Background: an optimization exercise with open tools, aiming at small area and a short achievable clock period. Do not read the settings as production practice. At most, simulation tests tie the RTL to the original design; equivalence was not proved. Power and IR drop assume default switching activity.

==> run a <==
// fp16_multiplier
module fp16_multiplier(
  input wire clk,
  input wire [15:0] a,
  input wire [15:0] b,
  output wire [15:0] out
);
Settings: LEC_CHECK=0, CAP_MARGIN=20, CORE_MARGIN=2, CORE_UTILIZATION=50, CTS_BUF_LIST=sky130_fd_sc_hd__clkbuf_8, CTS_CLUSTER_SIZE=20, SETUP_SLACK_MARGIN=3.0, SLEW_MARGIN=20, SYNTH_HIERARCHICAL=1; clock period 5.0 ns.
standard.sh (not shown) runs the stock make flow with config.mk's settings and CLKGATE_MAP_FILE= SYNTH_SCRIPT=/design/flow/synth_recipe.tcl, a recipe that flattens the netlist after the stock synthesis.
==> flow/flow/run.sh <==
#!/bin/bash
# The standard layout (standard.sh), with these changes:
# - synthesis leaves full and half adders to ABC (ADDER_MAP_FILE empty: no extract_fa,
#   no fa/ha cells);
# - the port buffers are buf_1 cells instead of the delay buffers buffer_ports picks;
# - clock tree synthesis inserts no dummy loads.
set -euo pipefail
ADDER_MAP_FILE= bash standard.sh synth > synth.log 2>&1
export BUFFER_PORTS_ARGS="-buffer_cell sky130_fd_sc_hd__buf_1"
export CTS_ARGS="-sink_clustering_enable -repair_clock_nets -dont_use_dummy_load -buf_list sky130_fd_sc_hd__clkbuf_8 -sink_clustering_size 20"
bash standard.sh > layout.log 2>&1
==> inputs of run b, as changes to run a <==
--- a/flow/design.v
+++ b/flow/design.v
@@ -20,28 +20,26 @@
   reg [3:0] d1, d2, d3, d4;
   reg [2:0] dn;
   always @(posedge clk) begin
     r0_s <= s0_s; r0_esum <= s0_esum; r0_sticky <= s0_sticky;
     ma <= s0_ma; m3 <= s0_m3; d1 <= s0_d1; d2 <= s0_d2; d3 <= s0_d3; d4 <= s0_d4; dn <= s0_dn;
   end
-  wire [21:8] s1_hp;
-  wire [20:8] s1_hg;
+  wire [21:8] s1_hx, s1_hy;
   wire [8:8] s1_pl;   
   fp16m_stage1 u_s1(.ma(ma), .m3({m3, ma[0]}), .d1(d1), .d2(d2), .d3(d3), .d4(d4), .dn(dn),
-    .hp(s1_hp), .hg(s1_hg), .pl(s1_pl));
-  reg [21:8] r1_hp;
-  reg [20:8] r1_hg;
+    .hx(s1_hx), .hy(s1_hy), .pl(s1_pl));
+  reg [21:8] r1_hx, r1_hy;
   reg [8:8] r1_pl;
   reg r1_sticky, r1_s;
   reg [5:0] r1_esum;
   always @(posedge clk) begin
-    r1_hp <= s1_hp; r1_hg <= s1_hg; r1_pl <= s1_pl;
+    r1_hx <= s1_hx; r1_hy <= s1_hy; r1_pl <= s1_pl;
     r1_sticky <= r0_sticky; r1_s <= r0_s; r1_esum <= r0_esum;
   end
   wire [21:8] s2_p;
-  fp16m_stage2 u_s2(.hp(r1_hp), .hg(r1_hg), .pl(r1_pl), .p(s2_p));
+  fp16m_stage2 u_s2(.hx(r1_hx), .hy(r1_hy), .pl(r1_pl), .p(s2_p));
   reg [21:8] r2_p;
   reg r2_sticky, r2_s;
   reg [5:0] r2_esum;
   always @(posedge clk) begin
     r2_p <= s2_p;
     r2_sticky <= r1_sticky; r2_s <= r1_s; r2_esum <= r1_esum;
@@ -75,14 +73,13 @@
 endmodule
 module fp16m_stage1(
   input wire [10:0] ma,
   input wire [12:0] m3,
   input wire [3:0] d1, d2, d3, d4,
   input wire [2:0] dn,
-  output wire [21:8] hp,
-  output wire [20:8] hg,
+  output wire [21:8] hx, hy,
   output wire [8:8] pl
 );
   wire t0_0 = ((d1[0] & ma[0]) | (d3[0] & m3[0])) ^ dn[0];
   wire t0_1 = ((d1[0] & ma[1]) | (d2[0] & ma[0]) | (d3[0] & m3[1])) ^ dn[0];
   wire t0_2 = ((d1[0] & ma[2]) | (d2[0] & ma[1]) | (d3[0] & m3[2]) | (d4[0] & ma[0])) ^ dn[0];
   wire t0_3 = ((d1[0] & ma[3]) | (d2[0] & ma[2]) | (d3[0] & m3[3]) | (d4[0] & ma[1])) ^ dn[0];
@@ -197,102 +194,24 @@
   wire fs30 = t3_11 ^ 1'b1;
   wire fc30 = t3_11 & 1'b1;
   wire fs31 = t3_12 ^ 1'b1;
   wire fc31 = t3_12 & 1'b1;
   wire [7:0] lx = {fs17, fs16, fs15, fs14, dn[1], t0_2, t0_1, t0_0};
   wire [7:0] ly = {fc16, fc15, fc14, fc13, fs13, 1'b0, 1'b0, dn[0]};
-  fp16m_lowadd u_low(.lx(lx), .ly(ly), .pl(pl));
-  wire [21:8] hx = {fs31, fs30, fs29, fs28, fs27, fs26, fs25, fs24, fs23, fs22, fs21, fs20, fs19, fs18};
-  wire [21:8] hy = {fc30, fc29, fc28, fc27, fc26, fc25, fc24, fc23, fc22, fc21, fc20, fc19, fc18, fc17};
-  assign hp = hx ^ hy;
-  assign hg = hx[20:8] & hy[20:8];
-endmodule
-module fp16m_lowadd(
-  input wire [7:0] lx, ly,
-  output wire [8:8] pl
-);
   wire [8:0] lsum = {1'b0, lx} + {1'b0, ly};
   assign pl = lsum[8:8];
+  assign hx = {fs31, fs30, fs29, fs28, fs27, fs26, fs25, fs24, fs23, fs22, fs21, fs20, fs19, fs18};
+  assign hy = {fc30, fc29, fc28, fc27, fc26, fc25, fc24, fc23, fc22, fc21, fc20, fc19, fc18, fc17};
 endmodule
 module fp16m_stage2(
-  input wire [21:8] hp,
-  input wire [20:8] hg,
+  input wire [21:8] hx, hy,
   input wire [8:8] pl,
   output wire [21:8] p
 );
-  wire g0_8 = hg[8] | (hp[8] & pl[8]);
-  wire g0_9 = hg[9] | (hp[9] & hg[8]);
-  wire p0_9 = hp[9] & hp[8];
-  wire g0_10 = hg[10] | (hp[10] & hg[9]);
-  wire p0_10 = hp[10] & hp[9];
-  wire g0_11 = hg[11] | (hp[11] & hg[10]);
-  wire p0_11 = hp[11] & hp[10];
-  wire g0_12 = hg[12] | (hp[12] & hg[11]);
-  wire p0_12 = hp[12] & hp[11];
-  wire g0_13 = hg[13] | (hp[13] & hg[12]);
-  wire p0_13 = hp[13] & hp[12];
-  wire g0_14 = hg[14] | (hp[14] & hg[13]);
-  wire p0_14 = hp[14] & hp[13];
-  wire g0_15 = hg[15] | (hp[15] & hg[14]);
-  wire p0_15 = hp[15] & hp[14];
-  wire g0_16 = hg[16] | (hp[16] & hg[15]);
-  wire p0_16 = hp[16] & hp[15];
-  wire g0_17 = hg[17] | (hp[17] & hg[16]);
-  wire p0_17 = hp[17] & hp[16];
-  wire g0_18 = hg[18] | (hp[18] & hg[17]);
-  wire p0_18 = hp[18] & hp[17];
-  wire g0_19 = hg[19] | (hp[19] & hg[18]);
-  wire p0_19 = hp[19] & hp[18];
-  wire g0_20 = hg[20] | (hp[20] & hg[19]);
-  wire p0_20 = hp[20] & hp[19];
-  wire g1_9 = g0_9 | (p0_9 & pl[8]);
-  wire g1_10 = g0_10 | (p0_10 & g0_8);
-  wire g1_11 = g0_11 | (p0_11 & g0_9);
-  wire p1_11 = p0_11 & p0_9;
-  wire g1_12 = g0_12 | (p0_12 & g0_10);
-  wire p1_12 = p0_12 & p0_10;
-  wire g1_13 = g0_13 | (p0_13 & g0_11);
-  wire p1_13 = p0_13 & p0_11;
-  wire g1_14 = g0_14 | (p0_14 & g0_12);
-  wire p1_14 = p0_14 & p0_12;
-  wire g1_15 = g0_15 | (p0_15 & g0_13);
-  wire p1_15 = p0_15 & p0_13;
-  wire g1_16 = g0_16 | (p0_16 & g0_14);
-  wire p1_16 = p0_16 & p0_14;
-  wire g1_17 = g0_17 | (p0_17 & g0_15);
-  wire p1_17 = p0_17 & p0_15;
-  wire g1_18 = g0_18 | (p0_18 & g0_16);
-  wire p1_18 = p0_18 & p0_16;
-  wire g1_19 = g0_19 | (p0_19 & g0_17);
-  wire p1_19 = p0_19 & p0_17;
-  wire g1_20 = g0_20 | (p0_20 & g0_18);
-  wire p1_20 = p0_20 & p0_18;
-  wire g2_11 = g1_11 | (p1_11 & pl[8]);
-  wire g2_12 = g1_12 | (p1_12 & g0_8);
-  wire g2_13 = g1_13 | (p1_13 & g1_9);
-  wire g2_14 = g1_14 | (p1_14 & g1_10);
-  wire g2_15 = g1_15 | (p1_15 & g1_11);
-  wire p2_15 = p1_15 & p1_11;
-  wire g2_16 = g1_16 | (p1_16 & g1_12);
-  wire p2_16 = p1_16 & p1_12;
-  wire g2_17 = g1_17 | (p1_17 & g1_13);
-  wire p2_17 = p1_17 & p1_13;
-  wire g2_18 = g1_18 | (p1_18 & g1_14);
-  wire p2_18 = p1_18 & p1_14;
-  wire g2_19 = g1_19 | (p1_19 & g1_15);
-  wire p2_19 = p1_19 & p1_15;
-  wire g2_20 = g1_20 | (p1_20 & g1_16);
-  wire p2_20 = p1_20 & p1_16;
-  wire g3_15 = g2_15 | (p2_15 & pl[8]);
-  wire g3_16 = g2_16 | (p2_16 & g0_8);
-  wire g3_17 = g2_17 | (p2_17 & g1_9);
-  wire g3_18 = g2_18 | (p2_18 & g1_10);
-  wire g3_19 = g2_19 | (p2_19 & g2_11);
-  wire g3_20 = g2_20 | (p2_20 & g2_12);
-  wire [21:8] hs = {hp[21] ^ g3_20, hp[20] ^ g3_19, hp[19] ^ g3_18, hp[18] ^ g3_17, hp[17] ^ g3_16, hp[16] ^ g3_15, hp[15] ^ g2_14, hp[14] ^ g2_13, hp[13] ^ g2_12, hp[12] ^ g2_11, hp[11] ^ g1_10, hp[10] ^ g1_9, hp[9] ^ g0_8, hp[8] ^ pl[8]};
-  assign p = hs;
+  wire [14:0] psum = {hx, 1'b1} + {hy, pl[8]};
+  assign p = psum[14:1];
 endmodule
 module fp16m_stage0(
   input wire [15:0] a, b,
   output wire s, sticky,
   output wire [5:0] esum,
   output wire [10:0] ma,
- CORE_UTILIZATION: 50 -> 60
- SETUP_SLACK_MARGIN: 3.0 -> 2.9
==> comparison table <==
Critical path fanouts, max: run a 12; run b 10
Iteration count of the initial detailed-routing pass: run a 6; run b 5
Result of the run: run a timing/DRC/antenna clean; run b timing/DRC/antenna clean
Post-route worst setup slack: run a 2.90 ns; run b 2.94 ns
Fill cell total of the finished layout: run a 1511; run b 1220
WL final: run a 17.9 mm; run b 17.6 mm
Worst path required time: run a 5.36 ns; run b 5.31 ns
Arrival time at the worst endpoint: run a 2.46 ns; run b 2.38 ns
Height of the die: run a 133 µm; run b 124 µm
Total leakage power: run a 3.51 nW; run b 3.19 nW
Iteration-0 DRC count of the detailed router: run a 714; run b 510
Non-filler instance count after layout: run a 1151; run b 1068
# Taps: run a 220; run b 180
Proportion of synthesized area in mux cells: run a 0.0327; run b 0.0300
Total global routing track utilization: run a 0.208; run b 0.238
Die area: run a 17700 µm²; run b 15400 µm²
Final Instance Area: run a 9210 µm²; run b 8790 µm²
Power in the clock group: run a 675 µW; run b 669 µW
No functional check of the RTL was part of run a.

* * *

==> inputs of nickel <==
fp16_multiplier, a different RTL version from the one above (not shown whole).
Settings: LEC_CHECK=0, CAP_MARGIN=20, CORE_MARGIN=2, CORE_UTILIZATION=50, CTS_BUF_LIST=sky130_fd_sc_hd__clkbuf_8, CTS_CLUSTER_SIZE=20, SETUP_SLACK_MARGIN=3.0, SLEW_MARGIN=20, SYNTH_HIERARCHICAL=1; clock period 5.0 ns.
Scripts as last shown in full above: flow/flow/run.sh
==> garnet: changes against nickel <==
--- a/flow/design.v
+++ b/flow/design.v
@@ -18,32 +18,30 @@
   reg [10:0] ma;
   reg [12:1] m3;   
   reg [3:0] d1, d2, d3, d4;
   reg [2:0] dn;
   always @(posedge clk) begin
     r0_s <= s0_s; r0_esum <= s0_esum; r0_sticky <= s0_sticky;
     ma <= s0_ma; m3 <= s0_m3; d1 <= s0_d1; d2 <= s0_d2; d3 <= s0_d3; d4 <= s0_d4; dn <= s0_dn;
   end
-  wire [21:8] s1_hp;
-  wire [20:8] s1_hg;
+  wire [21:8] s1_hx, s1_hy;
   wire [8:8] s1_pl;   
   fp16m_stage1 u_s1(.ma(ma), .m3({m3, ma[0]}), .d1(d1), .d2(d2), .d3(d3), .d4(d4), .dn(dn),
-    .hp(s1_hp), .hg(s1_hg), .pl(s1_pl));
-  reg [21:8] r1_hp;
-  reg [20:8] r1_hg;
+    .hx(s1_hx), .hy(s1_hy), .pl(s1_pl));
+  reg [21:8] r1_hx, r1_hy;
   reg [8:8] r1_pl;
   reg r1_sticky, r1_s;
   reg [5:0] r1_esum;
   always @(posedge clk) begin
-    r1_hp <= s1_hp; r1_hg <= s1_hg; r1_pl <= s1_pl;
+    r1_hx <= s1_hx; r1_hy <= s1_hy; r1_pl <= s1_pl;
     r1_sticky <= r0_sticky; r1_s <= r0_s; r1_esum <= r0_esum;
   end
   wire [21:8] s2_p;
-  fp16m_stage2 u_s2(.hp(r1_hp), .hg(r1_hg), .pl(r1_pl), .p(s2_p));
+  fp16m_stage2 u_s2(.hx(r1_hx), .hy(r1_hy), .pl(r1_pl), .p(s2_p));
   reg [21:8] r2_p;
   reg r2_sticky, r2_s;
   reg [5:0] r2_esum;
   always @(posedge clk) begin
     r2_p <= s2_p;
     r2_sticky <= r1_sticky; r2_s <= r1_s; r2_esum <= r1_esum;
   end
   wire lead = r2_p[21];
@@ -73,18 +71,17 @@
   end
   assign out = r5_out;
 endmodule
 module fp16m_stage1(
   input wire [10:0] ma,
   input wire [12:0] m3,
   input wire [3:0] d1, d2, d3, d4,
   input wire [2:0] dn,
-  output wire [21:8] hp,
-  output wire [20:8] hg,
+  output wire [21:8] hx, hy,
   output wire [8:8] pl
 );
   wire t0_0 = ((d1[0] & ma[0]) | (d3[0] & m3[0])) ^ dn[0];
   wire t0_1 = ((d1[0] & ma[1]) | (d2[0] & ma[0]) | (d3[0] & m3[1])) ^ dn[0];
   wire t0_2 = ((d1[0] & ma[2]) | (d2[0] & ma[1]) | (d3[0] & m3[2]) | (d4[0] & ma[0])) ^ dn[0];
   wire t0_3 = ((d1[0] & ma[3]) | (d2[0] & ma[2]) | (d3[0] & m3[3]) | (d4[0] & ma[1])) ^ dn[0];
   wire t0_4 = ((d1[0] & ma[4]) | (d2[0] & ma[3]) | (d3[0] & m3[4]) | (d4[0] & ma[2])) ^ dn[0];
   wire t0_5 = ((d1[0] & ma[5]) | (d2[0] & ma[4]) | (d3[0] & m3[5]) | (d4[0] & ma[3])) ^ dn[0];
@@ -197,98 +194,26 @@
   wire fs30 = t3_11 ^ 1'b1;
   wire fc30 = t3_11 & 1'b1;
   wire fs31 = t3_12 ^ 1'b1;
   wire fc31 = t3_12 & 1'b1;
   wire [7:0] lx = {fs17, fs16, fs15, fs14, dn[1], t0_2, t0_1, t0_0};
   wire [7:0] ly = {fc16, fc15, fc14, fc13, fs13, 1'b0, 1'b0, dn[0]};
   wire [8:0] lsum = {1'b0, lx} + {1'b0, ly};
   assign pl = lsum[8:8];
-  wire [21:8] hx = {fs31, fs30, fs29, fs28, fs27, fs26, fs25, fs24, fs23, fs22, fs21, fs20, fs19, fs18};
-  wire [21:8] hy = {fc30, fc29, fc28, fc27, fc26, fc25, fc24, fc23, fc22, fc21, fc20, fc19, fc18, fc17};
-  assign hp = hx ^ hy;
-  assign hg = hx[20:8] & hy[20:8];
+  assign hx = {fs31, fs30, fs29, fs28, fs27, fs26, fs25, fs24, fs23, fs22, fs21, fs20, fs19, fs18};
+  assign hy = {fc30, fc29, fc28, fc27, fc26, fc25, fc24, fc23, fc22, fc21, fc20, fc19, fc18, fc17};
 endmodule
 module fp16m_stage2(
-  input wire [21:8] hp,
-  input wire [20:8] hg,
+  input wire [21:8] hx, hy,
   input wire [8:8] pl,
   output wire [21:8] p
 );
-  wire g0_8 = hg[8] | (hp[8] & pl[8]);
-  wire g0_9 = hg[9] | (hp[9] & hg[8]);
-  wire p0_9 = hp[9] & hp[8];
-  wire g0_10 = hg[10] | (hp[10] & hg[9]);
-  wire p0_10 = hp[10] & hp[9];
-  wire g0_11 = hg[11] | (hp[11] & hg[10]);
-  wire p0_11 = hp[11] & hp[10];
-  wire g0_12 = hg[12] | (hp[12] & hg[11]);
-  wire p0_12 = hp[12] & hp[11];
-  wire g0_13 = hg[13] | (hp[13] & hg[12]);
-  wire p0_13 = hp[13] & hp[12];
-  wire g0_14 = hg[14] | (hp[14] & hg[13]);
-  wire p0_14 = hp[14] & hp[13];
-  wire g0_15 = hg[15] | (hp[15] & hg[14]);
-  wire p0_15 = hp[15] & hp[14];
-  wire g0_16 = hg[16] | (hp[16] & hg[15]);
-  wire p0_16 = hp[16] & hp[15];
-  wire g0_17 = hg[17] | (hp[17] & hg[16]);
-  wire p0_17 = hp[17] & hp[16];
-  wire g0_18 = hg[18] | (hp[18] & hg[17]);
-  wire p0_18 = hp[18] & hp[17];
-  wire g0_19 = hg[19] | (hp[19] & hg[18]);
-  wire p0_19 = hp[19] & hp[18];
-  wire g0_20 = hg[20] | (hp[20] & hg[19]);
-  wire p0_20 = hp[20] & hp[19];
-  wire g1_9 = g0_9 | (p0_9 & pl[8]);
-  wire g1_10 = g0_10 | (p0_10 & g0_8);
-  wire g1_11 = g0_11 | (p0_11 & g0_9);
-  wire p1_11 = p0_11 & p0_9;
-  wire g1_12 = g0_12 | (p0_12 & g0_10);
-  wire p1_12 = p0_12 & p0_10;
-  wire g1_13 = g0_13 | (p0_13 & g0_11);
-  wire p1_13 = p0_13 & p0_11;
-  wire g1_14 = g0_14 | (p0_14 & g0_12);
-  wire p1_14 = p0_14 & p0_12;
-  wire g1_15 = g0_15 | (p0_15 & g0_13);
-  wire p1_15 = p0_15 & p0_13;
-  wire g1_16 = g0_16 | (p0_16 & g0_14);
-  wire p1_16 = p0_16 & p0_14;
-  wire g1_17 = g0_17 | (p0_17 & g0_15);
-  wire p1_17 = p0_17 & p0_15;
-  wire g1_18 = g0_18 | (p0_18 & g0_16);
-  wire p1_18 = p0_18 & p0_16;
-  wire g1_19 = g0_19 | (p0_19 & g0_17);
-  wire p1_19 = p0_19 & p0_17;
-  wire g1_20 = g0_20 | (p0_20 & g0_18);
-  wire p1_20 = p0_20 & p0_18;
-  wire g2_11 = g1_11 | (p1_11 & pl[8]);
-  wire g2_12 = g1_12 | (p1_12 & g0_8);
-  wire g2_13 = g1_13 | (p1_13 & g1_9);
-  wire g2_14 = g1_14 | (p1_14 & g1_10);
-  wire g2_15 = g1_15 | (p1_15 & g1_11);
-  wire p2_15 = p1_15 & p1_11;
-  wire g2_16 = g1_16 | (p1_16 & g1_12);
-  wire p2_16 = p1_16 & p1_12;
-  wire g2_17 = g1_17 | (p1_17 & g1_13);
-  wire p2_17 = p1_17 & p1_13;
-  wire g2_18 = g1_18 | (p1_18 & g1_14);
-  wire p2_18 = p1_18 & p1_14;
-  wire g2_19 = g1_19 | (p1_19 & g1_15);
-  wire p2_19 = p1_19 & p1_15;
-  wire g2_20 = g1_20 | (p1_20 & g1_16);
-  wire p2_20 = p1_20 & p1_16;
-  wire g3_15 = g2_15 | (p2_15 & pl[8]);
-  wire g3_16 = g2_16 | (p2_16 & g0_8);
-  wire g3_17 = g2_17 | (p2_17 & g1_9);
-  wire g3_18 = g2_18 | (p2_18 & g1_10);
-  wire g3_19 = g2_19 | (p2_19 & g2_11);
-  wire g3_20 = g2_20 | (p2_20 & g2_12);
-  wire [21:8] hs = {hp[21] ^ g3_20, hp[20] ^ g3_19, hp[19] ^ g3_18, hp[18] ^ g3_17, hp[17] ^ g3_16, hp[16] ^ g3_15, hp[15] ^ g2_14, hp[14] ^ g2_13, hp[13] ^ g2_12, hp[12] ^ g2_11, hp[11] ^ g1_10, hp[10] ^ g1_9, hp[9] ^ g0_8, hp[8] ^ pl[8]};
-  assign p = hs;
+  wire [14:0] psum = {hx, 1'b1} + {hy, pl[8]};
+  assign p = psum[14:1];
 endmodule
 module fp16m_stage0(
   input wire [15:0] a, b,
   output wire s, sticky,
   output wire [5:0] esum,
   output wire [10:0] ma,
   output wire [12:1] m3,
   output wire [3:0] d1, d2, d3, d4,
--- a/flow/config.mk
+++ b/flow/config.mk
@@ -5,11 +5,12 @@
 export SDC_FILE = /design/flow/constraint.sdc
 export NUM_CORES = 4
 export LEC_CHECK = 0
 export CAP_MARGIN = 20
 export CORE_MARGIN = 2
 export CORE_UTILIZATION = 50
 export CTS_BUF_LIST = sky130_fd_sc_hd__clkbuf_8
 export CTS_CLUSTER_SIZE = 20
+export PLACE_DENSITY = 0.8
 export SETUP_SLACK_MARGIN = 3.0
 export SLEW_MARGIN = 20
 export SYNTH_HIERARCHICAL = 1
==> flow_summary.yaml <==
pwr:
  vdd_drop_max_v: 0.000277
  seq_cell_power_mw: 2.18
  cellPowerDensity_nw_per_um2: 538
clock_tree:
  post_cts_resized: 12
  clkTransAtPathRegs_ns: 0.09
placement:
  placed_cells: 1095
  dpl_cell_area_um2: 8530
logic_synthesis:
  yosys.area_share.simple: 0.122
  netlist_area_um2: 8670
  yosysSeqAreaShare: 0.372
  synth_top_area_frac: 0.372
hold_path:
  min_from: "r4_out[11]"
worst_setup_path:
  worstPathRequired_ns: 5.36
die:
  die_w_um: 136
status:
  status: "complete, no violations"
timing:
  slew_headroom: 0.651
  fin_hold_ws_ns: 0.322
-- figures above: garnet

==> flow_summary.yaml <==
logic_synthesis:
  yosys.area_share.simple: 0.134
  netlist_area_um2: 8390
  synth_top_area_frac: 0.382
placement:
  placed_cells: 1092
  dpl_cell_area_um2: 8540
status:
  status: "complete, no violations"
worst_setup_path:
  worstPathRequired_ns: 5.31
hold_path:
  min_from: "r4_out[0]"
clock_tree:
  post_cts_resized: 73
  clkTransAtPathRegs_ns: 0.08
pwr:
  seq_cell_power_mw: 2.13
  vdd_drop_max_v: 0.000220
timing:
  fin_hold_ws_ns: 0.314
-- figures above: nickel

The RTL of nickel was laid out without a check of its function.

-- afterwards: timing with drivers on the ports --
How much do the figures lean on ideal ports? The routed layouts below were timed once more, with nothing changed but the port constraints.
Step 1 sets driving cells, clkbuf_16 on the clock port and buf_2 on the other inputs (assumed; they add their load-dependent delay and slew).
Step 2 adds t to the input delays and takes it off the output delays; t is the mean of the earliest and latest rising clock arrival at the registers after step 1. Input paths then give back, and output paths get back, about the clock's delay inside the block.
Three values: ideal ports, drivers, drivers and shift; two values: the first two.
run	t (ns)	setup slack, ns	worst hold slack (ns)
run a	0.487	2.895 / 2.895 / 2.617	0.320 / 0.320 / 0.320
run b	0.473	2.936 / 2.936 / 2.597	0.313 / 0.313 / 0.313
nickel	0.471	2.765 / 2.765 / 2.576	0.314 / 0.314 / 0.314
garnet	0.462	2.939 / 2.939 / 2.570	0.322 / 0.322 / 0.322
After both steps every run listed still meets setup and hold. For garnet, which loses most, drivers alone change the setup slack by 0.000 ns; drivers and shift together by -0.369 ns.
